This is an optimization exercise on Yosys and OpenROAD, whose aim is small area, not a production implementation. Only simulation tests tie the RTL to the original design; equivalence was not proved. Power figures rest on the tool's default switching activity, not on a simulated workload.

[design/flow/design.v]
module flight_top (
    input  logic        clk100mhz,
    input  logic        btnC,
    input  logic [15:0] sw,
    output logic [15:0] led
);
    logic rst;
    assign rst = btnC;
    logic [16:0] m;
    logic        fresh;    
    logic        upd;
    assign upd = m[16] & m[15] & m[10] & m[9] & m[7] & m[5];
    always_ff @(posedge clk100mhz) begin
        if (rst)      m <= 17'd0;
        else if (upd) m <= 17'd1;
        else          m <= m + 17'd1;
        fresh <= rst | (fresh & ~upd);
    end
    logic [4:0] t;
    assign t = m[4:0];
    logic hz, p1, p2;
    assign hz = (m[16:7] == 10'd0);
    assign p1 = hz & ~m[6] &  m[5] & ~t[4];     
    assign p2 = hz &  m[6] & ~m[5];             
    logic lo8, lo16, t0, t31;
    assign lo8  = ~t[4] & ~t[3];
    assign lo16 = ~t[4];
    assign t0   = (t == 5'd0);
    assign t31  = (t == 5'd31);
    logic [7:0]  L, N, C, Il;
    logic [15:0] R, E, Ih;
    logic [12:0] P;
    logic [7:0]  V;
    logic L_t, N_t, C_t, Il_t, R_t, E_t, Ih_t, P_t;
    assign L_t  = L[7];
    assign N_t  = N[7];
    assign C_t  = C[7];
    assign Il_t = Il[7];
    assign R_t  = R[15];
    assign E_t  = E[15];
    assign Ih_t = Ih[15];
    assign P_t  = P[12];
    logic vsel, astr;
    assign vsel = V[t[2:0]];
    assign astr = t[3] ? vsel : L_t;
    logic cr_q, cr_in, r_x, r_s, r_c;
    assign cr_in = t0 ? 1'b0 : cr_q;
    assign r_x   = lo8 & (p1 ? N_t : C_t);
    assign {r_c, r_s} = R_t + r_x + cr_in;
    logic cd_q, cd_in, d_s, d_c;
    assign cd_in = t0 ? 1'b0 : cd_q;
    assign {d_c, d_s} = astr + R_t + cd_in;
    logic nf_q, nf_in, neg_o;
    assign nf_in = t0 ? 1'b0 : nf_q;
    assign neg_o = astr ^ nf_in;
    logic ci_q, ci_in, sg_q, i_a, i_b, i_s, i_c;
    assign ci_in = t0 ? 1'b0 : ci_q;
    assign i_a   = lo8 ? Il_t : Ih_t;
    assign i_b   = t[4] ? sg_q : E_t;
    assign {i_c, i_s} = i_a + i_b + ci_in;
    logic g1, g3, g5, g7;
    assign g1 = (t[3:0] != 4'd0);
    assign g3 = t[3] | t[2] | (t[1] & t[0]);
    assign g5 = t[3] | (t[2] & (t[1] | t[0]));
    assign g7 = t[3] | (t[2] & t[1] & t[0]);
    logic x1, x2, x3, x4, x5;
    assign x1 =   g7 & E[6];
    assign x2 = ~(g3 & E[2]);
    assign x3 = ~(g5 & P[2]);
    assign x4 = ~(g3 & P[0]);
    assign x5 =   g1 & Ih[8];
    logic [3:0] k_q, k_in;
    assign k_in = t0 ? 4'b0111 : k_q;
    logic sa, ca, sb, cb, sc, cc, sd, cd;
    assign {ca, sa} = x1 + x2 + k_in[0];
    assign {cb, sb} = x3 + x4 + k_in[1];
    assign {cc, sc} = x5 + sa + k_in[2];
    assign {cd, sd} = sb + sc + k_in[3];
    always_ff @(posedge clk100mhz) begin
        cr_q <= r_c;
        cd_q <= d_c;
        nf_q <= nf_in | astr;
        ci_q <= i_c;
        sg_q <= t[4] ? sg_q : E_t;
        k_q  <= {cd, cc, cb, ca};
    end
    logic w_l, w_n1, w_n2, w_r, w_e, w_p, w_il, w_ih;
    assign w_l  = p2 & lo8;
    assign w_n1 = p1 & t[3];
    assign w_n2 = p2 & ~t[4] & t[3];
    assign w_r  = (p1 | p2) & lo16;
    assign w_e  = p2 & lo16;
    assign w_p  = p2 & (t < 5'd13);
    assign w_il = p2 & lo8;
    assign w_ih = p2 & (t[4] ^ t[3]);
    logic L_h, N_h, C_h, R_h, E_h, P_h, Il_h, Ih_h;
    assign L_h  = ~fresh & (w_l  ? d_s : L_t);
    assign N_h  = ~fresh & (w_n1 ? sd : w_n2 ? d_s : N_t);
    assign C_h  = ~fresh & (w_n2 ? N_t : C_t);
    assign R_h  = ~fresh & (w_r  ? r_s : R_t);
    assign E_h  = ~fresh & (w_e  ? neg_o : E_t);
    assign P_h  = ~fresh & (w_p  ? E_t : P_t);
    assign Il_h = ~fresh & (w_il ? i_s : Il_t);
    assign Ih_h = ~fresh & (w_ih ? i_s : Ih_t);
    always_ff @(posedge clk100mhz) begin
        L  <= {L[6:0], L_h};
        C  <= {C[6:0], C_h};
        R  <= {R[14:0], R_h};
        E  <= {E[14:0], E_h};
        P  <= {P[11:0], P_h};
        Il <= {Il[6:0], Il_h};
        Ih <= {Ih[14:0], Ih_h};
        if (upd)
            N <= {sw[1], sw[2], sw[3], sw[4], sw[5], sw[6], sw[7], sw[0]};
        else
            N <= {N[6:0], N_h};
        if (rst)      V <= 8'd0;
        else if (upd) V <= {N[0], N[1], N[2], N[3], N[4], N[5], N[6], N[7]};
    end
    assign led = {8'd0, V};
endmodule
[design/flow/run.sh]
#!/bin/bash
# synth_recipe.tcl (not shown) runs the flow's synth.tcl, then flattens the netlist and writes it again
# the make line also repeats each setting of config.mk as NAME=value (left out here)
make -C /OpenROAD-flow-scripts/flow DESIGN_CONFIG=/design/flow/config.mk WORK_HOME=/design/flow/orfs CLKGATE_MAP_FILE= SYNTH_SCRIPT=/design/flow/synth_recipe.tcl finish
[design/flow/config.mk]
export PLATFORM = sky130hd
export DESIGN_NAME = flight_top
export DESIGN_NICKNAME = flight_top
export VERILOG_FILES = /design/flow/design.v
export SDC_FILE = /design/flow/constraint.sdc
export NUM_CORES = 4
export LEC_CHECK = 0
export CAP_MARGIN = 20
export CORE_MARGIN = 2
export CORE_UTILIZATION = 40
export CTS_BUF_LIST = sky130_fd_sc_hd__clkbuf_4
export CTS_CLUSTER_DIAMETER = 60
export CTS_CLUSTER_SIZE = 20
export SLEW_MARGIN = 20
[design/flow/constraint.sdc]
create_clock -name core_clock -period 10.0 [get_ports {clk100mhz}]
set_input_delay 2.0000 -clock core_clock [delete_from_list [all_inputs] [get_ports {clk100mhz}]]
set_output_delay 2.0000 -clock core_clock [all_outputs]
set_load 0.01 [all_outputs]
==> impl_metrics.json, run 1 <==
{
  "fin_tns_setup_ps": 0,
  "clkPwrFrac": 0.445,
  "worstPathCellList": "inv_1 -> ha_1 -> nand2_1 -> nor2_1 -> or2_2 -> fa_1 -> fa_1 -> fa_1 -> o41ai_1 -> o21ai_0",
  "start_util": 0.4103,
  "viasPerCell": 4.367,
  "crit_type": "reg -> reg",
  "hold_viol_final": 0,
  "antenna_found_initial": 0,
  "crit_path_end_kind": "register",
  "io_buffers": 17,
  "run_status": "complete, no violations",
  "core-area_um2": 9774,
  "num_vias": 2236,
  "crit_arrival_ps": 3880,
  "ys_ff_latch": 128,
  "grt_max_degree": 19,
  "max_stage_delay_ps": 550,
  "fin_util": 0.4697,
  "netlist_instances": 343,
  "avgSynthCellArea_um2": 11.69,
  "async_reset_ff_frac": 0,
  "ys.flop_type": "dfxtp_1",
  "grt_overflow": 0,
  "regToRegSetupSlack_ps": 6500,
  "grt_pass1_wl_um": 10410,
  "drtPass1Iterations": 4,
  "drtAntennaViolNets": 0,
  "cts_resized": 0,
  "gr-usage-all-layers": 0.1239,
  "drt-initial-drc-count": 97,
  "drive_gt1_frac": 0.1346,
  "holdWs_ps": 320.1,
  "wl_um": 6088,
  "nFillCells": 925,
  "netlist_area_um2": 4010,
  "fin_area_um2": 4591,
  "yosysUniqueCellTypes": 43,
  "cts-root-buf": "clkbuf_4",
  "path_max_fanout": 7,
  "cts_setup_buffers": 0,
  "hp-class": "reg -> reg",
  "post_drt_wl_per_cell_um": 11.89,
  "ir_drop_uv": 147.7,
  "rows": 36,
  "comb_power_share": 0.018,
  "maxCapViolCount": 0,
  "cts_buffer_depth": 2,
  "final_cell_mix": "128 x dfxtp_1, 48 x nand2_1, 29 x nor2_1",
  "cts_inserted_buffers": 17,
  "placed_area_um2": 4233,
  "critPathTopFamily": "adder cells",
  "rsz0062_at_grt": "no",
  "final_max_slew_viol_count": 0,
  "die_y_um": 104.1,
  "yosysSeqAreaShare": 0.6390,
  "final_common_cell": "dfxtp_1",
  "min_period_ps": 3504,
  "p_sw_frac": 0.2185,
  "p_sw_w": 0.0002093,
  "setup_viol": 0,
  "grt_pass1_vias": 2185,
  "die_x_um": 104.1,
  "area_delta_synth_final_pct": 14.48,
  "p_leak_nw": 1.757,
  "drcViolationCount": 0,
  "nets": 399,
  "power_frac_seq": 0.537,
  "synth.yosys.warnings": 1,
  "dieArea_um2": 10840,
  "p_int_w": 0.0007485,
  "worst_path_most_repeated_cell": "fa_1",
  "slowest_stage": "dfxtp_1",
  "cts_tree": "built",
  "antenna_cells": 0,
  "cp.buffers_inverters": 1,
  "clock_latency_ps": 490,
  "finClkSkew_ps": 18.16,
  "yosysTopAreaCell": "dfxtp_1",
  "synth_edf_count": 0,
  "synth_top_cells_by_area": "dfxtp_1 64%, nand2_1 4.5%, fa_1 3.5%, nor2_1 2.7%, xnor2_1 2.4%",
  "path_clk_slew_ps": 130,
  "cts_sinks": 128,
  "slew_headroom": 0.2998,
  "cts-hold-fix-buffers": 0,
  "fin_crit_sh": 0.3504,
  "synth_top_area_frac": 0.6390,
  "tightest_slew_ps": 1045,
  "start_kind": "register",
  "powerDensity_nw_per_um2": 208.6,
  "htreeDepth": 4,
  "max_freq_ghz": 0.2854,
  "cp_data_required_time_ps": 10370,
  "place_hpwl_um": 4004,
  "place.gp.congestion": 0.7135,
  "ios": 34
}
per-stage QoR:
| stage | power (W) | setup WS [ps] | std cells |
|---|---|---|---|
| 6_report | 0.0009578 | 6496 | 512 |
| 5_1_grt | 0.0009962 | 6245 | 512 |
| 4_1_cts | 0.0009712 | 6478 | 512 |
| 3_5_place_dp | 0.0005437 | 6513 | 481 |
| 3_3_place_gp | 0.0005432 | 6500 | 481 |
| 2_1_floorplan | 0.0005391 | 6948 | 350 |
cells in the mapped netlist (all sizes together), types with 7 or more instances:
cell type and number:
dfxtp 128, nand2 49, nor2 29, buf 18, inv 15, a21oi 12, xnor2 11, nand3 8
fa 7, ha 7, mux2i 7
worst reg2reg max path: stages, from the launching register on:
cell     delay (ps)
dfxtp_1         550
inv_1           110
ha_1            230
nand2_1         120
nor2_1          130
or2_2           340
fa_1            490
fa_1            530
fa_1            430
o41ai_1         340
o21ai_0         130
logic make-up (layout without fill, tap and decap cells):
| kind of cell | count (synthesis) | after routing | synth area share |
|---|---|---|---|
| buf+inv | 34 | 63 | 0.04898 |
| flops | 128 | 128 | 0.6390 |
| fa+ha+maj | 14 | 14 | 0.05678 |
| compound gates | 24 | 24 | 0.03619 |
| xor+xnor | 13 | 13 | 0.02839 |
| simple gates | 117 | 117 | 0.1507 |
| mux | 12 | 12 | 0.03900 |
| other cells | 1 | 8 | 0.0009351 |
area by class of cell:
type	count	area (um^2)	share of cell area
Sequential cell	128	2562	0.5582
Multi-Input combinational cell	188	1277	0.2783
Clock inverter	14	230.2	0.05015
Timing Repair Buffer	17	170.2	0.03707
Tap cell	133	166.4	0.03625
Clock buffer	17	127.6	0.02780
Inverter	15	56.30	0.01226
power groups by stage:
stage	Combinational, W	Sequential [W]	Clock (W)
floorplan	0.0000148	0.000524	0
global placement	0.0000174	0.000526	0
detailed placement	0.0000179	0.000526	0
CTS	0.0000180	0.000514	0.000439
global route	0.0000204	0.000515	0.000461
finish	0.0000176	0.000514	0.000426
registers in the layout, summed over array words and instances (netlist names):
name / count
V: 8
E: 16
C: 8
cr_q: 1
k_q: 4
Il: 8
ci_q: 1
nf_q: 1
N: 8
Ih: 16
m: 17
fresh: 1
P: 13
sg_q: 1
R: 16
L: 8
cd_q: 1
routing by layer:
metal	share of wire	track usage	vias to the layer above	wire, um
met3	0.030	0.04135	7	184
met5	0	0	-	0
met2	0.45	0.1833	27	2753
li1	-	-	1140	-
met4	0.013	0.05502	0	79
met1	0.50	0.1651	1062	3069
final timing paths:
path,to,cells past startpoint,start
hold / removal,Ih[3],0,Ih[2]
setup / recovery,N[0],10,m[0]
hold reg to reg,Ih[3],0,Ih[2]
setup reg to reg,N[0],10,m[0]
==> inputs of run 2 (changes only) <==
--- a/design/flow/config.mk
+++ b/design/flow/config.mk
@@ -9,6 +9,3 @@
 export CORE_MARGIN = 2
 export CORE_UTILIZATION = 40
-export CTS_BUF_LIST = sky130_fd_sc_hd__clkbuf_4
-export CTS_CLUSTER_DIAMETER = 60
-export CTS_CLUSTER_SIZE = 20
 export SLEW_MARGIN = 20
==> run 2 against run 1 <==
Net effect: still clean; cell count unchanged; global-route usage increased by 0.87 points; synthesized cell count unchanged; worst setup slack got worse by 3.8 ps; utilization increased by 2.9 points; flip-flop and latch count unchanged; largest cell class unchanged; largest power group is now clock; highest routed layer unchanged.
==> impl_metrics.json, run 2 <==
{
  "avgSynthCellArea_um2": 11.69,
  "final_common_cell": "dfxtp_1",
  "worst_hold_path.num_cells": 0,
  "ios": 34,
  "netlist_instances": 343,
  "ir_drop_uv": 179.5,
  "cts_setup_buffers": 0,
  "max_freq_ghz": 0.2851,
  "yosysTopAreaCell": "dfxtp_1",
  "start_kind": "register",
  "powerDensity_nw_per_um2": 245.9,
  "finClkSkew_ps": 5.143,
  "maxCapViolCount": 0,
  "gr-usage-all-layers": 0.1326,
  "cts_inserted_buffers": 17,
  "area_delta_synth_final_pct": 21.62,
  "grt_pass1_vias": 2253,
  "yosysUniqueCellTypes": 43,
  "nets": 399,
  "synth_common_cells": "128 x dfxtp_1, 48 x nand2_1, 29 x nor2_1",
  "total_power_w": 0.001199,
  "synth_top_family_by_area": "simple AND/OR/NAND/NOR gates",
  "holdWs_ps": 321.8,
  "cts_buffer_depth": 2,
  "yosysSeqAreaShare": 0.6390,
  "die_x_um": 104.1,
  "viasPerCell": 4.434,
  "synth_fa_ha_area_frac": 0.05679,
  "hp-class": "reg -> reg",
  "drt-initial-drc-count": 101,
  "run_status": "complete, no violations",
  "min_period_ps": 3508,
  "synthSimpleGateAreaFrac": 0.1507,
  "final_max_slew_viol_count": 0,
  "post_drt_wl_per_cell_um": 12.49,
  "p_leak_nw": 1.883,
  "async_reset_ff_frac": 0,
  "cp_data_required_time_ps": 10380,
  "drtPass1Iterations": 6,
  "path_clk_slew_ps": 60,
  "cts_sinks": 128,
  "yosysMostFrequentCell": "dfxtp_1",
  "crit_path_end_kind": "register",
  "grt_max_degree": 19,
  "slew_headroom": 0.2939,
  "clock_latency_ps": 500,
  "grt_overflow": 0,
  "dieArea_um2": 10840,
  "ys.flop_type": "dfxtp_1",
  "antenna_found_initial": 0,
  "largest_register": "m",
  "antenna_cells": 0,
  "drive_gt1_frac": 0.1346,
  "slowest_stage": "dfxtp_1",
  "rows": 36,
  "worstPathCellList": "inv_1 -> ha_1 -> nand2_1 -> nor2_1 -> or2_2 -> fa_1 -> fa_1 -> fa_1 -> o41ai_1 -> o21ai_0",
  "largest_register_ffs": 17,
  "fin_util": 0.4990,
  "htreeDepth": 4,
  "final_cell_mix": "128 x dfxtp_1, 48 x nand2_1, 29 x nor2_1",
  "fin_tns_setup_ps": 0,
  "core-area_um2": 9774,
  "cts_resized": 0,
  "start_util": 0.4103,
  "nFillCells": 880,
  "fin_crit_sh": 0.3508,
  "reg2regPathDepth": 10,
  "synth_edf_count": 0,
  "num_vias": 2270,
  "drcViolationCount": 0,
  "wl_um": 6395,
  "place_hpwl_um": 4004,
  "synth.yosys.warnings": 1,
  "die_y_um": 104.1,
  "setup_ws_ps": 6492,
  "synth-compound-area-share": 0.03619,
  "cts_tree": "built",
  "synth_top_area_frac": 0.6390,
  "netlist_area_um2": 4010,
  "cts-root-buf": "clkbuf_8",
  "max_stage_delay_ps": 530,
  "path_max_fanout": 7,
  "crit_type": "reg -> reg",
  "crit_arrival_ps": 3890,
  "rsz0062_at_grt": "no",
  "drtAntennaViolNets": 0,
  "worst_path_most_repeated_cell": "fa_1",
  "tightest_slew_ps": 1053,
  "synthMuxAreaShare": 0.03900,
  "ys_ff_latch": 128,
  "io_buffers": 17,
  "grt_pass1_wl_um": 10950,
  "synth_top_cells_by_area": "dfxtp_1 64%, nand2_1 4.5%, fa_1 3.5%, nor2_1 2.7%, xnor2_1 2.4%",
  "setup_viol": 0,
  "place.gp.congestion": 0.7135,
  "synth_xor_area_frac": 0.02839,
  "place_worst_setup_slack_ps": 6513,
  "hold_viol_final": 0,
  "cts-hold-fix-buffers": 0
}
## run 2: cell counts after synthesis
Identical to the previous run, type by type.
## run 2: critical path: cells and delay by family, from the launching register on
kind / cells / cell delay [ps]
AOI/OAI and AO/OA: 2 / 470
adders and majority gates: 4 / 1680
DFF: 1 / 530
buffers and inverters: 1 / 110
and+or+nand+nor: 3 / 590
## run 2: cell type report
cell class,count,area [um^2],share of cell area
sequential,128,2562,0.5254
multi-input combinational,188,1277,0.2619
clock buffer,17,414.1,0.08492
clock inverter,14,230.2,0.04720
timing repair buffer,17,170.2,0.03489
tap,133,166.4,0.03412
inverter,15,56.30,0.01154
## run 2: routing by layer
| metal | track usage | share of wire | wire (um) |
|---|---|---|---|
| met3 | 0.04887 | 0.029 | 186 |
| met4 | 0.06950 | 0.013 | 86 |
| met5 | 0 | 0 | 0 |
| met2 | 0.1950 | 0.48 | 3045 |
| met1 | 0.1702 | 0.48 | 3076 |
## run 2: cells by family (layout without fill, tap and decap cells)
group                      Yosys count  count (layout)
adders and majority gates           14              14
AOI/OAI and AO/OA                   24              24
muxes                               12              12
DFF                                128             128
and+or+nand+nor                    117             117
xor gates and xnor gates            13              13
other                                1               8
buffers and inverters               34              63
## run 2: stage by stage
stage | instances | cell area (um^2)
final | 512 | 4877
after global routing | 512 | 4877
after CTS | 512 | 4877
after detailed placement | 481 | 4233
after global placement | 481 | 4233
after floorplan | 350 | 4036
## run 2: worst paths after layout
check	start	end	slack (ps)
setup reg to reg	m[0]	N[0]	6490
hold / removal	P[3]	P[4]	320
hold reg to reg	P[3]	P[4]	320
setup / recovery	m[0]	N[0]	6490
## run 2: power breakdown
part,switching (W),total (W),internal [W]
registers,0.00000274,0.000515,0.000512
clock network,0.000232,0.000667,0.000435
logic,0.00000964,0.0000176,0.00000793
total,0.000245,0.00120,0.000955
==> inputs of run 3 (changes only) <==
--- a/design/flow/config.mk
+++ b/design/flow/config.mk
@@ -9,3 +9,6 @@
 export CORE_MARGIN = 2
 export CORE_UTILIZATION = 40
+export CTS_BUF_LIST = sky130_fd_sc_hd__clkbuf_8
+export CTS_CLUSTER_DIAMETER = 100
+export CTS_CLUSTER_SIZE = 40
 export SLEW_MARGIN = 20
==> run 3 against run 2 <==
Net effect: flip-flop and latch count stayed put; cell count is the same; critical path type unchanged; highest routed layer unchanged; non-clock buffer count stayed put; count of clock-buffer cells in the layout is the same; combinational power hardly changed.
==> impl_metrics.json, run 3 <==
{
  "ys_ff_latch": 128,
  "cts_buffer_depth": 2,
  "finClkSkew_ps": 8.739,
  "final_cell_mix": "128 x dfxtp_1, 48 x nand2_1, 29 x nor2_1",
  "r2r_start": "m[0]",
  "worstHoldStart": "Ih[2]",
  "cts_resized": 0,
  "grt_pass1_vias": 2211,
  "path_clk_slew_ps": 80,
  "maxCapViolCount": 0,
  "drcViolationCount": 0,
  "p_leak_nw": 1.801,
  "worstPathCellList": "inv_1 -> ha_1 -> nand2_1 -> nor2_1 -> or2_2 -> fa_1 -> fa_1 -> fa_1 -> o41ai_1 -> o21ai_0",
  "drt-initial-drc-count": 99,
  "netlist_instances": 343,
  "crit_path_end_kind": "register",
  "tightest_slew_ps": 1032,
  "synth_top_area_frac": 0.6390,
  "cp_data_required_time_ps": 10290,
  "min_period_ps": 3501,
  "run_status": "complete, no violations",
  "grt_max_degree": 19,
  "yosysTopAreaCell": "dfxtp_1",
  "cts_setup_buffers": 0,
  "rsz0062_at_grt": "no",
  "fin_tns_setup_ps": 0,
  "crit_arrival_ps": 3790,
  "netlist_area_um2": 4010,
  "cts-hold-fix-buffers": 0,
  "io_buffers": 17,
  "drtAntennaViolNets": 0,
  "antenna_found_initial": 0,
  "max_stage_delay_ps": 540,
  "viasPerCell": 4.371,
  "max_freq_ghz": 0.2856,
  "yosysMostFrequentCell": "dfxtp_1",
  "ir_drop_uv": 211.2,
  "core-area_um2": 9774,
  "drive_gt1_frac": 0.1346,
  "synth_edf_count": 0,
  "dp_cells": 481,
  "die_x_um": 104.1,
  "clock_latency_ps": 410,
  "nets": 399,
  "fin_crit_sh": 0.3501,
  "ios": 34,
  "yosysSeqAreaShare": 0.6390,
  "crit_path_start": "m[0]",
  "num_vias": 2238,
  "multiInputGateArea_um2": 1277,
  "synth_top_cells_by_area": "dfxtp_1 64%, nand2_1 4.5%, fa_1 3.5%, nor2_1 2.7%, xnor2_1 2.4%",
  "place.gp.congestion": 0.7135,
  "largest_register_ffs": 17,
  "ys.flop_type": "dfxtp_1",
  "yosysUniqueCellTypes": 43,
  "drtPass1Iterations": 4,
  "wl_um": 6107,
  "cts-root-buf": "clkbuf_8",
  "hp-class": "reg -> reg",
  "grt_pass1_wl_um": 10520,
  "path_max_fanout": 7,
  "synth_common_cells": "128 x dfxtp_1, 48 x nand2_1, 29 x nor2_1",
  "antenna_cells": 0,
  "largest_register": "m",
  "slew_headroom": 0.3084,
  "cts_inserted_buffers": 17,
  "htreeDepth": 4,
  "final_common_cell": "dfxtp_1",
  "crit_type": "reg -> reg",
  "place_hpwl_um": 4004,
  "start_util": 0.4103,
  "seq_area_um2": 2562,
  "start_kind": "register",
  "cts_tree": "built",
  "post_drt_wl_per_cell_um": 11.93,
  "dieArea_um2": 10840,
  "worst_path_most_repeated_cell": "fa_1",
  "final_max_slew_viol_count": 0,
  "synth.yosys.warnings": 1,
  "gr-usage-all-layers": 0.1256,
  "avgSynthCellArea_um2": 11.69,
  "die_y_um": 104.1,
  "nFillCells": 918,
  "slowest_stage": "dfxtp_1",
  "area_delta_synth_final_pct": 17.13,
  "fin_cells": 512,
  "setup_viol": 0,
  "cts_sinks": 128,
  "rows": 36,
  "async_reset_ff_frac": 0,
  "hold_viol_final": 0,
  "powerDensity_nw_per_um2": 221.5,
  "grt_overflow": 0
}
==> run 3: cell counts after synthesis <==
Identical to the previous run, type by type.
==> run 3: cell families (layout without fill, tap and decap cells) <==
logic type | Yosys count | after routing | share of synthesized area
flip-flops | 128 | 128 | 0.6390
AND/OR/NAND/NOR | 117 | 117 | 0.1507
buffers and inverters | 34 | 63 | 0.04898
AO/OA/AOI/OAI | 24 | 24 | 0.03619
adder cells (fa/ha/maj) | 14 | 14 | 0.05678
XOR/XNOR | 13 | 13 | 0.02839
multiplexers | 12 | 12 | 0.03900
other | 1 | 8 | 0.0009351
==> run 3: path summary, 6_finish.rpt <==
| path | slack, ps | to | cells after the start |
|---|---|---|---|
| worst min-delay path | 320 | Ih[3] | 0 |
| worst min register to register | 320 | Ih[3] | 0 |
| worst max-delay path | 6500 | N[0] | 10 |
| worst max register to register | 6500 | N[0] | 10 |
==> run 3: area by class of cell <==
| class | count | share of cell area |
|---|---|---|
| clock buffer | 17 | 0.04981 |
| multi-input combinational | 188 | 0.2720 |
| timing repair buffer | 17 | 0.03623 |
| clock inverter | 14 | 0.04901 |
| inverter | 15 | 0.01199 |
| tap | 133 | 0.03543 |
| sequential | 128 | 0.5456 |
==> run 3: layer usage <==
| metal | track usage | part of all wire |
|---|---|---|
| met1 | 0.1654 | 0.49 |
| met4 | 0.05792 | 0.014 |
| met5 | 0 | 0 |
| met3 | 0.04323 | 0.037 |
| met2 | 0.1861 | 0.46 |
==> run 3: critical path, delay by kind of cell, from the launching register on <==
kind	cells	cell delay, ps
compound gates	2	470
buf+inv	1	110
simple gates	3	590
fa+ha+maj	4	1680
flops	1	540
==> run 3: report_power, final <==
group          internal (W)  switching [W]  leakage (nW)
combinational    0.00000792     0.00000959         0.535
clock              0.000302       0.000207         0.235
sequential         0.000511     0.00000269          1.03
==> run 3: per-stage QoR <==
stage          hold slack, ps  total power (W)  cell area, um^2  setup slack [ps]    util
6_report                320.8         0.001040             4697              6499  0.4805
3_3_place_gp            310.4        0.0005432             4233              6500  0.4331
5_1_grt                 332.1         0.001081             4697              6251  0.4805
4_1_cts                 325.7         0.001056             4697              6484  0.4805
3_5_place_dp            312.1        0.0005437             4233              6513  0.4331
2_1_floorplan           309.6        0.0005391             4036              6948       -
==> inputs of run 4 (changes only) <==
==> design/flow/flow/run.sh (new file) <==
#!/bin/bash
# Standard layout, with small port buffers and a clock tree without dummy loads.
set -euo pipefail
bash standard.sh finish \
  BUFFER_PORTS_ARGS="-buffer_cell sky130_fd_sc_hd__buf_1" \
  CTS_ARGS="-sink_clustering_enable -repair_clock_nets -dont_use_dummy_load -sink_clustering_size 32 -sink_clustering_max_diameter 100 -buf_list sky130_fd_sc_hd__clkbuf_8" \
  > make.log 2>&1
==> design/flow/standard.sh (new file) <==
#!/bin/bash
# synth_recipe.tcl (not shown) runs the flow's synth.tcl, then flattens the netlist and writes it again
# the make line also repeats each setting of config.mk as NAME=value (left out here)
make -C /OpenROAD-flow-scripts/flow DESIGN_CONFIG=/design/flow/config.mk WORK_HOME=/design/flow/orfs CLKGATE_MAP_FILE= SYNTH_SCRIPT=/design/flow/synth_recipe.tcl "${@:-finish}"
--- a/design/flow/config.mk
+++ b/design/flow/config.mk
@@ -9,6 +9,3 @@
 export CORE_MARGIN = 2
 export CORE_UTILIZATION = 40
-export CTS_BUF_LIST = sky130_fd_sc_hd__clkbuf_8
-export CTS_CLUSTER_DIAMETER = 100
-export CTS_CLUSTER_SIZE = 40
 export SLEW_MARGIN = 20
removed: design/flow/run.sh
==> run 4 against run 3 <==
Net effect: still clean; combinational power shrank 13%; synthesized cell count unchanged; hold slack lost 26 ps; utilization is 3.4 points lower; critical endpoint unchanged.
==> impl_metrics.json, run 4 <==
{
  "run_status": "complete, no violations",
  "powerDensity_nw_per_um2": 191.5,
  "r2r_start": "m[0]",
  "largest_register": "m",
  "worst_path_most_repeated_cell": "fa_1",
  "tightest_slew_ps": 624.5,
  "cp.buffers_inverters": 1,
  "comb_power_share": 0.018,
  "yosysUniqueCellTypes": 43,
  "wl_um": 6027,
  "reg2regPathDepth": 10,
  "yosysTopAreaCell": "dfxtp_1",
  "worst_hold_path.num_cells": 0,
  "clock_latency_ps": 420,
  "path_max_fanout": 7,
  "power_frac_seq": 0.615,
  "max_stage_delay_ps": 530,
  "cp_data_required_time_ps": 10300,
  "async_reset_ff_frac": 0,
  "io_buffers": 17,
  "regToRegSetupSlack_ps": 6570,
  "slowest_stage": "fa_1",
  "worstPathCellList": "inv_1 -> ha_1 -> nand2_1 -> nor2_1 -> or2_2 -> fa_1 -> fa_1 -> fa_1 -> o41ai_1 -> o21ai_0",
  "synth_edf_count": 0,
  "synth_common_cells": "128 x dfxtp_1, 48 x nand2_1, 29 x nor2_1",
  "num_vias": 2219,
  "grt_pass1_vias": 2264,
  "synth_top_area_frac": 0.6390,
  "final_common_cell": "dfxtp_1",
  "p_sw_w": 0.0001692,
  "netlist_instances": 343,
  "die_x_um": 104.1,
  "antenna_cells": 0,
  "max_freq_ghz": 0.2914,
  "viasPerCell": 4.447,
  "cts_setup_buffers": 0,
  "clkPwrFrac": 0.366,
  "path_clk_slew_ps": 80,
  "nets": 400,
  "ios": 34,
  "cts_buffer_depth": 2,
  "cts_resized": 0,
  "netlist_area_um2": 4010,
  "post_drt_wl_per_cell_um": 12.08,
  "min_period_ps": 3432,
  "maxCapViolCount": 0,
  "start_kind": "register",
  "hold_end": "L[5]",
  "crit_arrival_ps": 3740,
  "holdWs_ps": 295.3,
  "rows": 36,
  "ys.flop_type": "dfxtp_1",
  "htreeDepth": 4,
  "drtAntennaViolNets": 0,
  "die_y_um": 104.1,
  "cts_tree": "built",
  "drt-initial-drc-count": 81,
  "reg2reg_to": "N[0]",
  "yosysMostFrequentCell": "dfxtp_1",
  "hold_viol_final": 0,
  "slew_headroom": 0.5837,
  "largest_register_ffs": 17,
  "antenna_found_initial": 0,
  "grt_max_degree": 19,
  "synth_top_cells_by_area": "dfxtp_1 64%, nand2_1 4.5%, fa_1 3.5%, nor2_1 2.7%, xnor2_1 2.4%",
  "setup_viol": 0,
  "place_hpwl_um": 4007,
  "yosysSeqAreaShare": 0.6390,
  "final_max_slew_viol_count": 0,
  "drcViolationCount": 0,
  "fin_crit_sh": 0.3432,
  "drive_gt1_frac": 0.1038,
  "gr-usage-all-layers": 0.1238,
  "rsz0062_at_grt": "no",
  "cts-root-buf": "clkbuf_8",
  "cts_inserted_buffers": 17,
  "cts_sinks": 128,
  "drtPass1Iterations": 4,
  "p_sw_frac": 0.2023,
  "p_int_w": 0.0006670,
  "place.gp.congestion": 0.7224,
  "avgSynthCellArea_um2": 11.69,
  "grt_overflow": 0,
  "fin_tns_setup_ps": 0,
  "dieArea_um2": 10840,
  "ir_drop_uv": 129.9,
  "start_util": 0.4103,
  "critPathTopFamily": "adder cells",
  "cts-hold-fix-buffers": 0,
  "grt_pass1_wl_um": 10400,
  "finClkSkew_ps": 34.60,
  "hp-class": "reg -> reg",
  "ys_ff_latch": 128,
  "p_leak_nw": 1.652,
  "core-area_um2": 9774,
  "synth.yosys.warnings": 1,
  "crit_path_end_kind": "register",
  "area_delta_synth_final_pct": 8.924,
  "worstHoldStart": "L[4]",
  "crit_type": "reg -> reg",
  "final_cell_mix": "128 x dfxtp_1, 48 x nand2_1, 29 x nor2_1"
}
-- run 4: cell counts after synthesis --
No cell type changed its count.
-- run 4: area by class of cell --
| cell class | count | area, um^2 |
|---|---|---|
| Fill cell | 933 | 5406 |
| Tap cell | 133 | 166.4 |
| Sequential cell | 128 | 2562 |
| Inverter | 15 | 56.30 |
| Timing Repair Buffer | 18 | 71.32 |
| Clock buffer | 17 | 234.0 |
| Multi-Input combinational cell | 188 | 1277 |
-- run 4: power by group through the flow --
| stage | Clock, W | Combinational [W] | Sequential [W] |
|---|---|---|---|
| after CTS | 0.000320 | 0.0000157 | 0.000514 |
| after global placement | 0 | 0.0000150 | 0.000526 |
| after detailed placement | 0 | 0.0000156 | 0.000526 |
| after floorplan | 0 | 0.0000148 | 0.000524 |
| after global routing | 0.000343 | 0.0000176 | 0.000515 |
| final | 0.000306 | 0.0000153 | 0.000515 |
-- run 4: logic make-up (layout without fill, tap and decap cells) --
group                      Yosys count  in the layout  synth area share
AOI/OAI and AO/OA                   24             24           0.03619
xor gates and xnor gates            13             13           0.02839
adders and majority gates           14             14           0.05678
buffers and inverters               34             50           0.04898
DFF                                128            128            0.6390
muxes                               12             12           0.03900
other                                1              8         0.0009351
and+or+nand+nor                    117            117            0.1507
-- run 4: how the worst max path moves through the flow --
stage,slack [ps],from,cells after the start,to
floorplan,6950,m[0],10,N[0]
global placement,6530,m[0],10,N[0]
detailed placement,6560,m[0],10,N[0]
CTS,6550,m[0],10,N[0]
global route,6370,m[0],10,N[0]
finish,6570,m[0],10,N[0]
-- run 4: metal layers --
metal / routed length [um] / global-route usage
met5: 0 / 0
met1: 2961 / 0.1579
met2: 2742 / 0.1837
met4: 91 / 0.06564
met3: 231 / 0.04449
-- run 4: worst reg2reg max path: cells and delay by family (launching register included) --
kind,cells,cell delay (ps)
AOI/OAI and AO/OA,2,460
adders and majority gates,4,1690
buffers and inverters,1,110
DFF,1,510
and+or+nand+nor,3,560
-- run 4: through the flow --
step | worst slack, ps | instance area [um^2] | util | instances | power, W
5_1_grt | 6367 | 4368 | 0.4469 | 499 | 0.0008748
3_5_place_dp | 6556 | 4126 | 0.4222 | 481 | 0.0005414
2_1_floorplan | 6948 | 4036 | - | 350 | 0.0005391
6_report | 6568 | 4368 | 0.4469 | 499 | 0.0008363
3_3_place_gp | 6526 | 4126 | 0.4222 | 481 | 0.0005408
4_1_cts | 6548 | 4360 | 0.4461 | 498 | 0.0008501
==> inputs of run 5 (changes only) <==
==> design/flow/flow/run.sh (replaced) <==
#!/bin/bash
# Standard layout, with small port buffers and a clock tree without dummy loads.
set -euo pipefail
bash standard.sh finish \
  BUFFER_PORTS_ARGS="-buffer_cell sky130_fd_sc_hd__buf_1" \
  CTS_ARGS="-sink_clustering_enable -repair_clock_nets -dont_use_dummy_load -sink_clustering_size 20 -sink_clustering_max_diameter 60 -buf_list sky130_fd_sc_hd__clkbuf_4" \
  > make.log 2>&1
==> run 5 against run 4 <==
Net effect: critical path type unchanged; synthesized cell count stayed put; maximum frequency is 0.38% lower; combinational power hardly changed; hold slack worse by 15 ps; cell count stayed put; die area stayed put; register-to-register slack hardly changed; flip-flop and latch count stayed put; via count is 0.63% higher; critical endpoint unchanged; clock power is 27% lower.
==> impl_metrics.json, run 5 <==
{
  "run_status": "complete, no violations",
  "final_max_slew_viol_count": 0,
  "cp_data_required_time_ps": 10390,
  "cts-root-buf": "clkbuf_4",
  "slowest_stage": "dfxtp_1",
  "fin_tns_setup_ps": 0,
  "netlist_area_um2": 4010,
  "drt-initial-drc-count": 70,
  "reg2regPathDepth": 10,
  "drcViolationCount": 0,
  "gr-usage-all-layers": 0.1223,
  "hp-class": "reg -> reg",
  "clock_latency_ps": 490,
  "crit_end": "N[0]",
  "drtAntennaViolNets": 0,
  "area_delta_synth_final_pct": 6.272,
  "io_buffers": 17,
  "synth_common_cells": "128 x dfxtp_1, 48 x nand2_1, 29 x nor2_1",
  "final_cell_mix": "128 x dfxtp_1, 48 x nand2_1, 29 x nor2_1",
  "max_stage_delay_ps": 530,
  "antenna_cells": 0,
  "avgSynthCellArea_um2": 11.69,
  "ir_drop_uv": 118.2,
  "crit_path_end_kind": "register",
  "largest_register_ffs": 17,
  "synth_top_area_frac": 0.6390,
  "yosysUniqueCellTypes": 43,
  "place_hpwl_um": 4007,
  "ys_ff_latch": 128,
  "fin_crit_sh": 0.3445,
  "antenna_found_initial": 0,
  "finClkSkew_ps": 53.39,
  "dieArea_um2": 10840,
  "cts-hold-fix-buffers": 0,
  "setup_viol": 0,
  "max_freq_ghz": 0.2903,
  "drtPass1Iterations": 5,
  "powerDensity_nw_per_um2": 176.8,
  "num_vias": 2233,
  "die_y_um": 104.1,
  "cts_tree": "built",
  "tightest_slew_ps": 624.8,
  "cts_inserted_buffers": 17,
  "path_clk_slew_ps": 120,
  "grt_pass1_vias": 2237,
  "synth_top_cells_by_area": "dfxtp_1 64%, nand2_1 4.5%, fa_1 3.5%, nor2_1 2.7%, xnor2_1 2.4%",
  "worstPathCellList": "inv_1 -> ha_1 -> nand2_1 -> nor2_1 -> or2_2 -> fa_1 -> fa_1 -> fa_1 -> o41ai_1 -> o21ai_0",
  "cts_resized": 0,
  "synth.yosys.warnings": 1,
  "grt_pass1_wl_um": 10340,
  "yosysMostFrequentCell": "dfxtp_1",
  "grt_max_degree": 19,
  "final_common_cell": "dfxtp_1",
  "rows": 36,
  "min_period_ps": 3445,
  "hold_viol_final": 0,
  "cts_buffer_depth": 2,
  "cts_setup_buffers": 0,
  "viasPerCell": 4.475,
  "yosysTopAreaCell": "dfxtp_1",
  "reg2reg_to": "N[0]",
  "place.gp.congestion": 0.7224,
  "start_util": 0.4103,
  "synth_edf_count": 0,
  "core-area_um2": 9774,
  "drive_gt1_frac": 0.1038,
  "netlist_instances": 343,
  "crit_arrival_ps": 3830,
  "maxCapViolCount": 0,
  "p_leak_nw": 1.607,
  "path_max_fanout": 7,
  "ios": 34,
  "worst_path_most_repeated_cell": "fa_1",
  "post_drt_wl_per_cell_um": 12.03,
  "largest_register": "m",
  "rsz0062_at_grt": "no",
  "wl_um": 6004,
  "regToRegSetupSlack_ps": 6560,
  "r2r_start": "m[0]",
  "fin_util": 0.4360,
  "slew_headroom": 0.5835,
  "crit_type": "reg -> reg",
  "htreeDepth": 4,
  "ys.flop_type": "dfxtp_1",
  "crit_path_start": "m[0]",
  "yosysSeqAreaShare": 0.6390,
  "nets": 400,
  "async_reset_ff_frac": 0,
  "start_kind": "register",
  "cts_sinks": 128,
  "grt_overflow": 0,
  "die_x_um": 104.1
}
[run 5: power breakdown]
| group | internal, W | switching (W) | leakage [nW] |
|---|---|---|---|
| registers | 0.000511 | 0.00000262 | 1.03 |
| logic | 0.00000587 | 0.00000957 | 0.498 |
| clock network | 0.0000779 | 0.000146 | 0.0782 |
[run 5: per-stage QoR]
stage / power (W) / setup slack, ps / instances / area [um^2] / hold WS [ps]
4_1_cts: 0.0007653 / 6548 / 498 / 4254 / 281.6
3_3_place_gp: 0.0005408 / 6526 / 481 / 4126 / 310.0
3_5_place_dp: 0.0005414 / 6556 / 481 / 4126 / 312.8
6_report: 0.0007535 / 6555 / 499 / 4262 / 280.6
2_1_floorplan: 0.0005391 / 6948 / 350 / 4036 / 309.6
5_1_grt: 0.0007917 / 6371 / 499 / 4262 / 283.0
[run 5: critical path, delay by kind of cell (launching register included)]
family,cells,cell delay (ps)
simple gates,3,560
buf+inv,1,110
compound gates,2,460
flops,1,530
fa+ha+maj,4,1690
[run 5: cell type report]
cell class	count	area, um^2
Clock buffer	17	127.6
Fill cell	949	5513
Inverter	15	56.30
Multi-Input combinational cell	188	1277
Sequential cell	128	2562
Tap cell	133	166.4
Timing Repair Buffer	18	71.32
[run 5: kinds of logic (layout without fill, tap and decap cells)]
group	Yosys count	count (layout)	share of synthesized area
DFF	128	128	0.6390
and+or+nand+nor	117	117	0.1507
buffers and inverters	34	50	0.04898
AOI/OAI and AO/OA	24	24	0.03619
adders and majority gates	14	14	0.05678
xor gates and xnor gates	13	13	0.02839
muxes	12	12	0.03900
other	1	8	0.0009351
[run 5: per-layer routing]
metal  vias to the layer above  GRT usage  share of wire
met5                         -          0              0
met4                         0    0.06853          0.016
met3                         9    0.03697          0.029
met2                        29     0.1805           0.45
met1                      1066     0.1599           0.51
li1                       1129          -              -
[run 5: how the worst min path moves through the flow]
stage | from | to | slack [ps] | depth (start not counted)
2_1_floorplan | C[0] | C[1] | 310 | 0
3_3_place_gp | E[1] | E[2] | 310 | 0
5_1_grt | L[4] | L[5] | 280 | 0
6_report | L[4] | L[5] | 280 | 0
4_1_cts | L[4] | L[5] | 280 | 0
3_5_place_dp | R[9] | R[10] | 310 | 0
==> inputs of run 6 (changes only) <==
--- a/design/flow/config.mk
+++ b/design/flow/config.mk
@@ -8,4 +8,5 @@
 export CAP_MARGIN = 20
 export CORE_MARGIN = 2
-export CORE_UTILIZATION = 40
+export CORE_UTILIZATION = 75
+export PLACE_DENSITY = 0.85
 export SLEW_MARGIN = 20
==> run 6 against run 5 <==
Net effect: register-to-register slack worse by 200 ps; first-iteration DRC count rose by 59%; still clean; highest routed layer unchanged; hold slack improved by 29 ps; critical endpoint unchanged.
==> impl_metrics.json, run 6 <==
{
  "run_status": "complete, no violations",
  "synth_edf_count": 0,
  "max_freq_ghz": 0.2743,
  "drtPass1Iterations": 6,
  "maxCapViolCount": 0,
  "cp.buffers_inverters": 1,
  "yosysUniqueCellTypes": 43,
  "drive_gt1_frac": 0.1014,
  "htreeDepth": 4,
  "hold_viol_final": 0,
  "r2r_start": "m[0]",
  "cts-root-buf": "clkbuf_4",
  "viasPerCell": 5.232,
  "p_leak_nw": 1.602,
  "drt-initial-drc-count": 111,
  "hp-class": "reg -> reg",
  "start_kind": "register",
  "comb_power_share": 0.021,
  "die_x_um": 77.12,
  "path_max_fanout": 7,
  "synth_top_area_frac": 0.6390,
  "cts_tree": "built",
  "drcViolationCount": 0,
  "synth.yosys.warnings": 1,
  "io_buffers": 17,
  "max_stage_delay_ps": 530,
  "ys_ff_latch": 128,
  "area_delta_synth_final_pct": 4.118,
  "grt_max_degree": 19,
  "cts_inserted_buffers": 17,
  "final_common_cell": "dfxtp_1",
  "fin_cells": 435,
  "crit_end": "N[0]",
  "largest_register_ffs": 17,
  "netlist_instances": 343,
  "final_cell_mix": "128 x dfxtp_1, 48 x nand2_1, 29 x nor2_1",
  "cts_resized": 0,
  "nets": 399,
  "place.gp.congestion": 0.8242,
  "ios": 34,
  "p_sw_frac": 0.2054,
  "p_sw_w": 0.0001537,
  "core-area_um2": 5140,
  "regToRegSetupSlack_ps": 6350,
  "cts_sinks": 128,
  "rows": 26,
  "place_hpwl_um": 4271,
  "post_drt_wl_per_cell_um": 14.40,
  "path_clk_slew_ps": 110,
  "cts-hold-fix-buffers": 0,
  "crit_arrival_ps": 4010,
  "cp.depth": 10,
  "worstHoldStart": "P[9]",
  "final_max_slew_viol_count": 0,
  "avgSynthCellArea_um2": 11.69,
  "die_y_um": 77.12,
  "drtAntennaViolNets": 0,
  "grt_pass1_vias": 2327,
  "powerDensity_nw_per_um2": 179.3,
  "reg2reg_to": "N[0]",
  "grt_overflow": 0,
  "gr-usage-all-layers": 0.2427,
  "cts_buffer_depth": 2,
  "critPathTopFamily": "adder cells",
  "ys.flop_type": "dfxtp_1",
  "num_vias": 2276,
  "synth_top_cells_by_area": "dfxtp_1 64%, nand2_1 4.5%, fa_1 3.5%, nor2_1 2.7%, xnor2_1 2.4%",
  "crit_type": "reg -> reg",
  "yosysTopAreaCell": "dfxtp_1",
  "grt_pass1_wl_um": 10810,
  "dp_cells": 418,
  "min_period_ps": 3645,
  "async_reset_ff_frac": 0,
  "antenna_cells": 0,
  "rsz0062_at_grt": "no",
  "clock_latency_ps": 500,
  "worst_path_most_repeated_cell": "fa_1",
  "slowest_stage": "fa_1",
  "cp_data_required_time_ps": 10360,
  "fin_tns_setup_ps": 0,
  "cts_setup_buffers": 0,
  "clkPwrFrac": 0.292,
  "tightest_slew_ps": 952.2,
  "yosysSeqAreaShare": 0.6390,
  "setup_viol": 0,
  "antenna_found_initial": 0,
  "finClkSkew_ps": 47.73,
  "slew_headroom": 0.3618,
  "worstPathCellList": "inv_1 -> ha_1 -> nand2_1 -> nor2_1 -> or2_2 -> fa_1 -> fa_1 -> fa_1 -> o41ai_1 -> o21ai_0",
  "dieArea_um2": 5947,
  "p_int_w": 0.0005947,
  "reg2regPathDepth": 10,
  "power_frac_seq": 0.686,
  "synth_common_cells": "128 x dfxtp_1, 48 x nand2_1, 29 x nor2_1",
  "crit_path_end_kind": "register",
  "fin_crit_sh": 0.3645,
  "yosysMostFrequentCell": "dfxtp_1",
  "netlist_area_um2": 4010,
  "ir_drop_uv": 157.0,
  "wl_um": 6265,
  "crit_path_start": "m[0]",
  "largest_register": "m",
  "start_util": 0.7802
}
## run 6: cell counts after synthesis
Identical to the previous run, type by type.
## run 6: final cells by class
| cell class | instances | area [um^2] |
|---|---|---|
| fill | 331 | 964.7 |
| multi-input combinational | 188 | 1277 |
| timing repair buffer | 17 | 63.81 |
| sequential | 128 | 2562 |
| inverter | 15 | 56.30 |
| clock buffer | 17 | 127.6 |
| tap | 70 | 87.58 |
## run 6: kinds of logic after synthesis
logic type | Yosys count | share of synthesized area
XOR/XNOR | 13 | 0.02839
flip-flops | 128 | 0.6390
buffers and inverters | 34 | 0.04898
multiplexers | 12 | 0.03900
other | 1 | 0.0009351
AO/OA/AOI/OAI | 24 | 0.03619
AND/OR/NAND/NOR | 117 | 0.1507
adder cells (fa/ha/maj) | 14 | 0.05678
## run 6: through the flow
stage / cell area [um^2] / setup WS (ps) / hold slack, ps / util / power (W)
final: 4175 / 6355 / 309.1 / 0.8123 / 0.0007484
after global placement: 4048 / 6568 / 310.6 / 0.7875 / 0.0005407
after global routing: 4175 / 6216 / 328.2 / 0.8123 / 0.0007769
after CTS: 4175 / 6406 / 319.8 / 0.8123 / 0.0007560
after floorplan: 4036 / 6948 / 309.6 / - / 0.0005391
after detailed placement: 4048 / 6550 / 312.1 / 0.7875 / 0.0005411
## run 6: worst min path at each step
stage / slack [ps] / to / cells after the start
6_report: 310 / P[10] / 0
4_1_cts: 320 / P[10] / 0
5_1_grt: 330 / R[2] / 0
3_5_place_dp: 310 / Ih[7] / 0
2_1_floorplan: 310 / C[1] / 0
3_3_place_gp: 310 / Il[7] / 0
## run 6: per-layer routing
| layer | global-route usage | part of all wire | wire length (um) | vias to the layer above |
|---|---|---|---|---|
| met4 | 0.1286 | 0.013 | 82 | 0 |
| met1 | 0.3148 | 0.46 | 2913 | 1085 |
| met3 | 0.08353 | 0.040 | 249 | 8 |
| met5 | 0 | 0 | 0 | - |
| li1 | - | - | - | 1132 |
| met2 | 0.3600 | 0.48 | 3020 | 51 |
## run 6: power groups by stage
stage	Combinational, W	Clock [W]	Sequential, W
2_1_floorplan	0.0000148	0	0.000524
5_1_grt	0.0000181	0.000245	0.000514
3_3_place_gp	0.0000152	0	0.000525
3_5_place_dp	0.0000156	0	0.000526
4_1_cts	0.0000159	0.000227	0.000514
6_report	0.0000160	0.000219	0.000514
==> inputs of run 7 (changes only) <==
--- a/design/flow/design.v
+++ b/design/flow/design.v
@@ -12,7 +12,6 @@
     assign upd = m[16] & m[15] & m[10] & m[9] & m[7] & m[5];
     always_ff @(posedge clk100mhz) begin
-        if (rst)      m <= 17'd0;
-        else if (upd) m <= 17'd1;
-        else          m <= m + 17'd1;
+        if (rst) m <= 17'd0;
+        else     m <= (m + 17'd1) & ~({17{upd}} & 17'd100000);
         fresh <= rst | (fresh & ~upd);
     end
@@ -46,17 +45,10 @@
     logic cr_q, cr_in, r_x, r_s, r_c;
     assign cr_in = t0 ? 1'b0 : cr_q;
-    assign r_x   = lo8 & (p1 ? N_t : C_t);
+    assign r_x   = lo8 & (m[6] ? C_t : N_t);
     assign {r_c, r_s} = R_t + r_x + cr_in;
-    logic cd_q, cd_in, d_s, d_c;
-    assign cd_in = t0 ? 1'b0 : cd_q;
-    assign {d_c, d_s} = astr + R_t + cd_in;
     logic nf_q, nf_in, neg_o;
     assign nf_in = t0 ? 1'b0 : nf_q;
     assign neg_o = astr ^ nf_in;
-    logic ci_q, ci_in, sg_q, i_a, i_b, i_s, i_c;
-    assign ci_in = t0 ? 1'b0 : ci_q;
-    assign i_a   = lo8 ? Il_t : Ih_t;
-    assign i_b   = t[4] ? sg_q : E_t;
-    assign {i_c, i_s} = i_a + i_b + ci_in;
+    logic sg_q;
     logic g1, g3, g5, g7;
     assign g1 = (t[3:0] != 4'd0);
@@ -65,11 +57,11 @@
     assign g7 = t[3] | (t[2] & t[1] & t[0]);
     logic x1, x2, x3, x4, x5;
-    assign x1 =   g7 & E[6];
-    assign x2 = ~(g3 & E[2]);
-    assign x3 = ~(g5 & P[2]);
-    assign x4 = ~(g3 & P[0]);
-    assign x5 =   g1 & Ih[8];
+    assign x1 = m[6] ? astr : (g7 & E[6]);
+    assign x2 = m[6] ? R_t  : ~(g3 & E[2]);
+    assign x3 = m[6] ? (lo8 ? Il_t : Ih_t) : ~(g5 & P[2]);
+    assign x4 = m[6] ? (t[4] ? sg_q : E_t) : ~(g3 & P[0]);
+    assign x5 = g1 & Ih[8];
     logic [3:0] k_q, k_in;
-    assign k_in = t0 ? 4'b0111 : k_q;
+    assign k_in = t0 ? {1'b0, 1'b1, ~m[6], ~m[6]} : k_q;
     logic sa, ca, sb, cb, sc, cc, sd, cd;
     assign {ca, sa} = x1 + x2 + k_in[0];
@@ -77,9 +69,10 @@
     assign {cc, sc} = x5 + sa + k_in[2];
     assign {cd, sd} = sb + sc + k_in[3];
+    logic d_s, i_s;
+    assign d_s = sa;
+    assign i_s = sb;
     always_ff @(posedge clk100mhz) begin
         cr_q <= r_c;
-        cd_q <= d_c;
         nf_q <= nf_in | astr;
-        ci_q <= i_c;
         sg_q <= t[4] ? sg_q : E_t;
         k_q  <= {cd, cc, cb, ca};
==> run 7 against run 6 <==
Net effect: cell count is 2.8% lower; critical path type unchanged; power is 0.89% higher; sequential share of layout area is 0.45 points lower; flip-flop and latch count is 2 lower; die area is 0.97% lower; global-route usage is 1.6 points higher; combinational power is 59% higher; largest power group unchanged; maximum frequency is 0.68% lower; utilization is 0.17 points lower; area after synthesis is 1.0% lower; final area is 0.84% lower; critical path depth is 1 lower; largest cell class unchanged; still clean on timing, DRC and antenna.
==> impl_metrics.json, run 7 <==
{
  "yosysTopAreaCell": "dfxtp_1",
  "grt_pass1_wl_um": 11320,
  "reg2regPathDepth": 9,
  "cts-root-buf": "clkbuf_4",
  "regToRegSetupSlack_ps": 6330,
  "grt_max_degree": 24,
  "clock_latency_ps": 510,
  "cts_tree": "built",
  "grt_pass1_vias": 2380,
  "min_period_ps": 3670,
  "drtAntennaViolNets": 0,
  "ys_ff_latch": 126,
  "crit_end": "N[0]",
  "cts_sinks": 126,
  "worst_hold_path.num_cells": 0,
  "cts-hold-fix-buffers": 0,
  "synth.yosys.warnings": 1,
  "fin_tns_setup_ps": 0,
  "io_buffers": 17,
  "rsz0062_at_grt": "no",
  "synth_common_cells": "126 x dfxtp_1, 20 x nor2_1, 19 x a21oi_1",
  "tightest_slew_ps": 1034,
  "fin_cells": 423,
  "fin_crit_sh": 0.3670,
  "synth_top_cells_by_area": "dfxtp_1 64%, mux2_2 2.8%, fa_1 2.5%, a21oi_1 2.4%, ha_1 2.2%",
  "final_common_cell": "dfxtp_1",
  "netlist_instances": 333,
  "yosysMostFrequentCell": "dfxtp_1",
  "ios": 34,
  "maxCapViolCount": 0,
  "largest_register": "m",
  "crit_type": "reg -> reg",
  "crit_arrival_ps": 4040,
  "crit_path_start": "m[0]",
  "r2r_start": "m[0]",
  "cp_data_required_time_ps": 10370,
  "path_clk_slew_ps": 90,
  "drcViolationCount": 0,
  "ir_drop_uv": 170.4,
  "start_util": 0.7771,
  "htreeDepth": 4,
  "start_kind": "register",
  "powerDensity_nw_per_um2": 182.4,
  "cts_setup_buffers": 0,
  "max_freq_ghz": 0.2724,
  "viasPerCell": 5.563,
  "drt-initial-drc-count": 175,
  "ys.flop_type": "dfxtp_1",
  "nets": 385,
  "dieArea_um2": 5890,
  "run_status": "complete, no violations",
  "async_reset_ff_frac": 0,
  "antenna_cells": 0,
  "hold_viol_final": 0,
  "rows": 26,
  "synth_edf_count": 0,
  "gr-usage-all-layers": 0.2590,
  "hp-class": "reg -> reg",
  "synth_top_area_frac": 0.6356,
  "dp_cells": 406,
  "yosysSeqAreaShare": 0.6356,
  "final_cell_mix": "126 x dfxtp_1, 20 x nor2_1, 19 x a21oi_1",
  "path_max_fanout": 10,
  "die_y_um": 76.75,
  "slew_headroom": 0.3105,
  "finClkSkew_ps": 32.39,
  "crit_path_end_kind": "register",
  "place.gp.congestion": 0.8362,
  "num_vias": 2353,
  "grt_overflow": 0,
  "avgSynthCellArea_um2": 11.92,
  "p_leak_nw": 1.613,
  "cts_buffer_depth": 2,
  "reg2reg_to": "N[0]",
  "cts_inserted_buffers": 17,
  "drtPass1Iterations": 5,
  "die_x_um": 76.75,
  "setup_viol": 0,
  "wl_um": 6767,
  "place_hpwl_um": 4577,
  "largest_register_ffs": 17,
  "final_max_slew_viol_count": 0,
  "core-area_um2": 5107,
  "post_drt_wl_per_cell_um": 16.00,
  "yosysUniqueCellTypes": 44,
  "netlist_area_um2": 3969,
  "area_delta_synth_final_pct": 4.319,
  "antenna_found_initial": 0,
  "drive_gt1_frac": 0.1020,
  "cts_resized": 0
}
## run 7: changes by cell type after synthesis, sizes merged, moves of 5 or more
cell   previous run  this run
nand4             0        10
a21oi            12        19
nor2             29        20
xor2              2         8
xnor2            11         4
nor3              6         1
mux2              3        10
nand2            49        17
o21ai             5        14
## run 7: worst max-delay path, stage by stage (launching register included)
cell     delay (ps)
dfxtp_1         580
mux2i_1         130
mux4_2          500
o21a_1          210
mux2i_1         220
fa_1            510
fa_1            590
fa_1            440
nor3_1          290
o41ai_2          90
## run 7: logic make-up after synthesis
family          synth area share
fa+ha+maj                0.04729
simple gates              0.1185
mux                      0.04918
xor+xnor                 0.02648
flops                     0.6356
buf+inv                  0.04697
compound gates           0.07503
other cells            0.0009449
## run 7: cell type report
class / count / area, um^2
clock buffers: 17 / 127.6
fillers: 319 / 967.2
inverters: 12 / 45.04
multi-input cells: 180 / 1286
flip-flops and latches: 126 / 2522
well taps: 70 / 87.58
repair buffers: 18 / 71.32
## run 7: power by group
part           switching [W]  internal, W
sequential        0.00000340     0.000506
clock               0.000142    0.0000775
combinational      0.0000148    0.0000107
## run 7: how the worst min path moves through the flow
stage	endpoint	from	slack, ps
finish	P[4]	P[3]	300
global route	Il[1]	Il[0]	310
detailed placement	E[8]	E[7]	310
CTS	P[4]	P[3]	300
global placement	C[7]	C[6]	310
floorplan	C[1]	C[0]	310
## run 7: layer usage
layer,up-vias,GRT usage,part of all wire
li1,1140,-,-
met4,0,0.1418,0.030
met5,-,0,0
met1,1125,0.3227,0.43
met3,21,0.09412,0.044
met2,67,0.3930,0.50
## run 7: stage by stage
stage | hold slack, ps | utilization | instance area [um^2] | setup WS [ps] | power, W
finish | 300.6 | 0.8106 | 4140 | 6330 | 0.0007551
floorplan | 309.6 | - | 3995 | 6780 | 0.0005412
global route | 306.8 | 0.8106 | 4140 | 6139 | 0.0007827
detailed placement | 312.8 | 0.7856 | 4013 | 6324 | 0.0005468
CTS | 299.1 | 0.8106 | 4140 | 6322 | 0.0007597
global placement | 310.2 | 0.7856 | 4013 | 6366 | 0.0005455
==> inputs of run 8 (changes only) <==
--- a/design/flow/design.v
+++ b/design/flow/design.v
@@ -89,8 +89,8 @@
     logic L_h, N_h, C_h, R_h, E_h, P_h, Il_h, Ih_h;
     assign L_h  = ~fresh & (w_l  ? d_s : L_t);
-    assign N_h  = ~fresh & (w_n1 ? sd : w_n2 ? d_s : N_t);
+    assign N_h  = w_n1 ? sd : w_n2 ? d_s : N_t;
     assign C_h  = ~fresh & (w_n2 ? N_t : C_t);
     assign R_h  = ~fresh & (w_r  ? r_s : R_t);
-    assign E_h  = ~fresh & (w_e  ? neg_o : E_t);
+    assign E_h  = w_e  ? neg_o : E_t;
     assign P_h  = ~fresh & (w_p  ? E_t : P_t);
     assign Il_h = ~fresh & (w_il ? i_s : Il_t);
==> design/flow/flow/run.sh (replaced) <==
#!/bin/bash
# Standard layout with: small port buffers, one shared tie cell, and a clock
# tree without dummy loads.
set -euo pipefail
bash standard.sh finish \
  SKIP_REPAIR_TIE_FANOUT=1 \
  BUFFER_PORTS_ARGS="-buffer_cell sky130_fd_sc_hd__buf_1" \
  CTS_ARGS="-sink_clustering_enable -repair_clock_nets -dont_use_dummy_load -buf_list sky130_fd_sc_hd__clkbuf_4" \
  > make.log 2>&1
--- a/design/flow/config.mk
+++ b/design/flow/config.mk
@@ -6,7 +6,7 @@
 export NUM_CORES = 4
 export LEC_CHECK = 0
-export CAP_MARGIN = 20
+export CAP_MARGIN = 0
 export CORE_MARGIN = 2
 export CORE_UTILIZATION = 75
 export PLACE_DENSITY = 0.85
-export SLEW_MARGIN = 20
+export SLEW_MARGIN = 0
==> run 8 against run 7 <==
Net effect: register-to-register slack worse by 70 ps; worst setup slack lost 73 ps; final area down 0.85%; sequential share of layout area rose by 0.52 points; utilization decreased by 0.17 points; sequential power hardly changed; cell count rose by 3.1%; synthesized cell count increased by 5.7%; critical path depth up 2; largest cell class unchanged.
==> impl_metrics.json, run 8 <==
{
  "run_status": "complete, no violations",
  "post_drt_wl_per_cell_um": 16.13,
  "core-area_um2": 5075,
  "clock_latency_ps": 500,
  "cp_data_required_time_ps": 10410,
  "num_vias": 2462,
  "cts_setup_buffers": 0,
  "path_clk_slew_ps": 110,
  "synth.yosys.warnings": 1,
  "placed_area_um2": 3978,
  "viasPerCell": 5.647,
  "nFillCells": 333,
  "htreeDepth": 4,
  "path_max_fanout": 8,
  "ir_drop_uv": 165.1,
  "powerDensity_nw_per_um2": 184.4,
  "grt_max_degree": 22,
  "cts-hold-fix-buffers": 0,
  "fin_area_um2": 4105,
  "hp-class": "reg -> reg",
  "r2r_start": "m[0]",
  "crit_end": "N[0]",
  "worstPathCellList": "mux4_2 -> nand2_1 -> nand3_1 -> a21o_1 -> fa_1 -> fa_1 -> fa_1 -> nand2_1 -> a2bb2oi_1 -> nand2b_1 -> a31oi_1",
  "grt_pass1_wl_um": 11670,
  "grt_pass1_vias": 2504,
  "async_reset_ff_frac": 0,
  "yosysMostFrequentCell": "dfxtp_1",
  "cts_buffer_depth": 2,
  "max_freq_ghz": 0.2671,
  "cts_tree": "built",
  "wl_um": 7033,
  "nets": 398,
  "largest_register_ffs": 17,
  "antenna_cells": 0,
  "cp.depth": 11,
  "setup_viol": 0,
  "cts-root-buf": "clkbuf_4",
  "place_hpwl_um": 4763,
  "synth_top_area_frac": 0.6406,
  "io_buffers": 17,
  "netlist_area_um2": 3938,
  "seq_area_um2": 2522,
  "rows": 26,
  "ys_ff_latch": 126,
  "cp.buffers_inverters": 0,
  "cts_resized": 0,
  "yosysUniqueCellTypes": 47,
  "grt_overflow": 0,
  "drt-initial-drc-count": 171,
  "crit_type": "reg -> reg",
  "maxCapViolCount": 0,
  "multiInputGateArea_um2": 1266,
  "reg2regPathDepth": 11,
  "synth_common_cells": "126 x dfxtp_1, 53 x nand2_1, 19 x a21oi_1",
  "netlist_instances": 352,
  "start_util": 0.7759,
  "final_max_slew_viol_count": 0,
  "area_delta_synth_final_pct": 4.258,
  "reg2reg_to": "N[0]",
  "fin_crit_sh": 0.3744,
  "critPathTopFamily": "adder cells",
  "tightest_slew_ps": 1033,
  "drcViolationCount": 0,
  "fin_tns_setup_ps": 0,
  "max_stage_delay_ps": 570,
  "slowest_stage": "fa_1",
  "rsz0062_at_grt": "no",
  "min_period_ps": 3744,
  "yosysTopAreaCell": "dfxtp_1",
  "place.gp.congestion": 0.8344,
  "crit_path_end_kind": "register",
  "gr-usage-all-layers": 0.2652,
  "start_kind": "register",
  "ios": 34,
  "final_cell_mix": "126 x dfxtp_1, 53 x nand2_1, 19 x a21oi_1",
  "die_x_um": 76.46,
  "cts_inserted_buffers": 17,
  "hold_viol_final": 0,
  "yosysSeqAreaShare": 0.6406,
  "die_y_um": 76.46,
  "cts_sinks": 126,
  "worst_path_most_repeated_cell": "fa_1",
  "finClkSkew_ps": 39.40,
  "ys.flop_type": "dfxtp_1",
  "regToRegSetupSlack_ps": 6260,
  "synth_top_cells_by_area": "dfxtp_1 64%, nand2_1 5.1%, fa_1 2.5%, a21oi_1 2.4%, ha_1 2.2%",
  "holdWs_ps": 316.3,
  "worst_hold_path.num_cells": 0,
  "crit_arrival_ps": 4160,
  "synth_edf_count": 0,
  "slew_headroom": 0.3102,
  "crit_path_start": "m[0]",
  "drive_gt1_frac": 0.08197,
  "drtPass1Iterations": 5,
  "final_common_cell": "dfxtp_1",
  "avgSynthCellArea_um2": 11.19,
  "p_leak_nw": 1.581,
  "antenna_found_initial": 0,
  "drtAntennaViolNets": 0,
  "dieArea_um2": 5845,
  "largest_register": "m"
}
-- run 8: cell count changes after synthesis, sizes merged, moves of 4 or more --
cell / before / now
mux2: 10 / 4
or3: 0 / 5
and3: 4 / 0
xor2: 8 / 4
mux2i: 6 / 2
o21ai: 14 / 8
nand2: 17 / 54
-- run 8: power by group --
group | total (W) | internal [W] | leakage [nW] | switching, W
Combinational | 0.0000264 | 0.0000105 | 0.485 | 0.0000159
Sequential | 0.000510 | 0.000506 | 1.02 | 0.00000333
Clock | 0.000221 | 0.0000776 | 0.0782 | 0.000143
-- run 8: worst min path at each step --
stage / start / to / slack, ps
finish: E[0] / E[1] / 320
global route: E[0] / E[1] / 320
CTS: L[0] / L[1] / 310
detailed placement: E[5] / E[6] / 310
global placement: Ih[12] / Ih[13] / 310
floorplan: C[0] / C[1] / 310
-- run 8: worst register-to-register path: cells and delay by family, from the launching register on --
family                   cells  cell delay [ps]
AO/OA/AOI/OAI                3              620
adder cells (fa/ha/maj)      3             1610
flip-flops                   1              500
multiplexers                 1              540
AND/OR/NAND/NOR              4              410
-- run 8: logic make-up (layout without fill, tap and decap cells) --
| logic type | Yosys count | in the layout | share of synthesized area |
|---|---|---|---|
| AO/OA/AOI/OAI | 41 | 41 | 0.06229 |
| XOR/XNOR | 9 | 9 | 0.02002 |
| adder cells (fa/ha/maj) | 12 | 12 | 0.04766 |
| buffers and inverters | 30 | 44 | 0.03782 |
| flip-flops | 126 | 126 | 0.6406 |
| multiplexers | 8 | 8 | 0.02891 |
| other | 1 | 1 | 0.0009524 |
| AND/OR/NAND/NOR | 125 | 125 | 0.1617 |
-- run 8: stage by stage --
step           utilization  worst slack [ps]  cells   power, W
2_1_floorplan            -              6648    352  0.0005424
3_3_place_gp        0.7838              6374    419  0.0005458
3_5_place_dp        0.7838              6319    419  0.0005479
4_1_cts             0.8089              6228    436  0.0007622
5_1_grt             0.8089              6063    436  0.0007860
6_report            0.8089              6256    436  0.0007570
-- run 8: cell type report --
| class | count | share of cell area |
|---|---|---|
| Tap cell | 70 | 0.02133 |
| Clock buffer | 17 | 0.03109 |
| Timing Repair Buffer | 17 | 0.01554 |
| Inverter | 10 | 0.009144 |
| Sequential cell | 126 | 0.6144 |
| Multi-Input combinational cell | 196 | 0.3084 |
-- run 8: layer usage --
metal,part of all wire,GRT usage
met5,0,0
met4,0.031,0.1382
met1,0.43,0.3238
met2,0.49,0.4177
met3,0.053,0.09123

==> separate check: timing with driven ports <==
In the flow no input, the clock included, has a driving cell. The finished layouts below were timed again as built, in two steps.
Step 1 assumes that a clkbuf_16 drives the clock port and a buf_2 every other input.
Step 2 also shifts input and output timing later by t, the mid clock arrival at the registers, as if the neighbouring blocks saw the same clock.
Slacks: no drivers / after step 1 / after step 2; pairs: no drivers / after step 1.
run	t, ns	slack for setup (ns)	clock arrival spread, ns
run 1	0.511	6.496 / 6.496 / 6.496	0.018 / 0.018
run 2	0.530	6.492 / 6.492 / 6.492	0.007 / 0.008
run 3	0.440	6.499 / 6.499 / 6.499	0.010 / 0.010
run 4	0.429	6.568 / 6.568 / 6.568	0.035 / 0.035
run 5	0.494	6.555 / 6.555 / 6.555	0.053 / 0.053
run 6	0.501	6.355 / 6.355 / 6.355	0.048 / 0.048
run 7	0.522	6.330 / 6.330 / 6.330	0.038 / 0.038
run 8	0.504	6.256 / 6.256 / 6.256	0.039 / 0.040
After both steps every run listed still meets setup and hold.
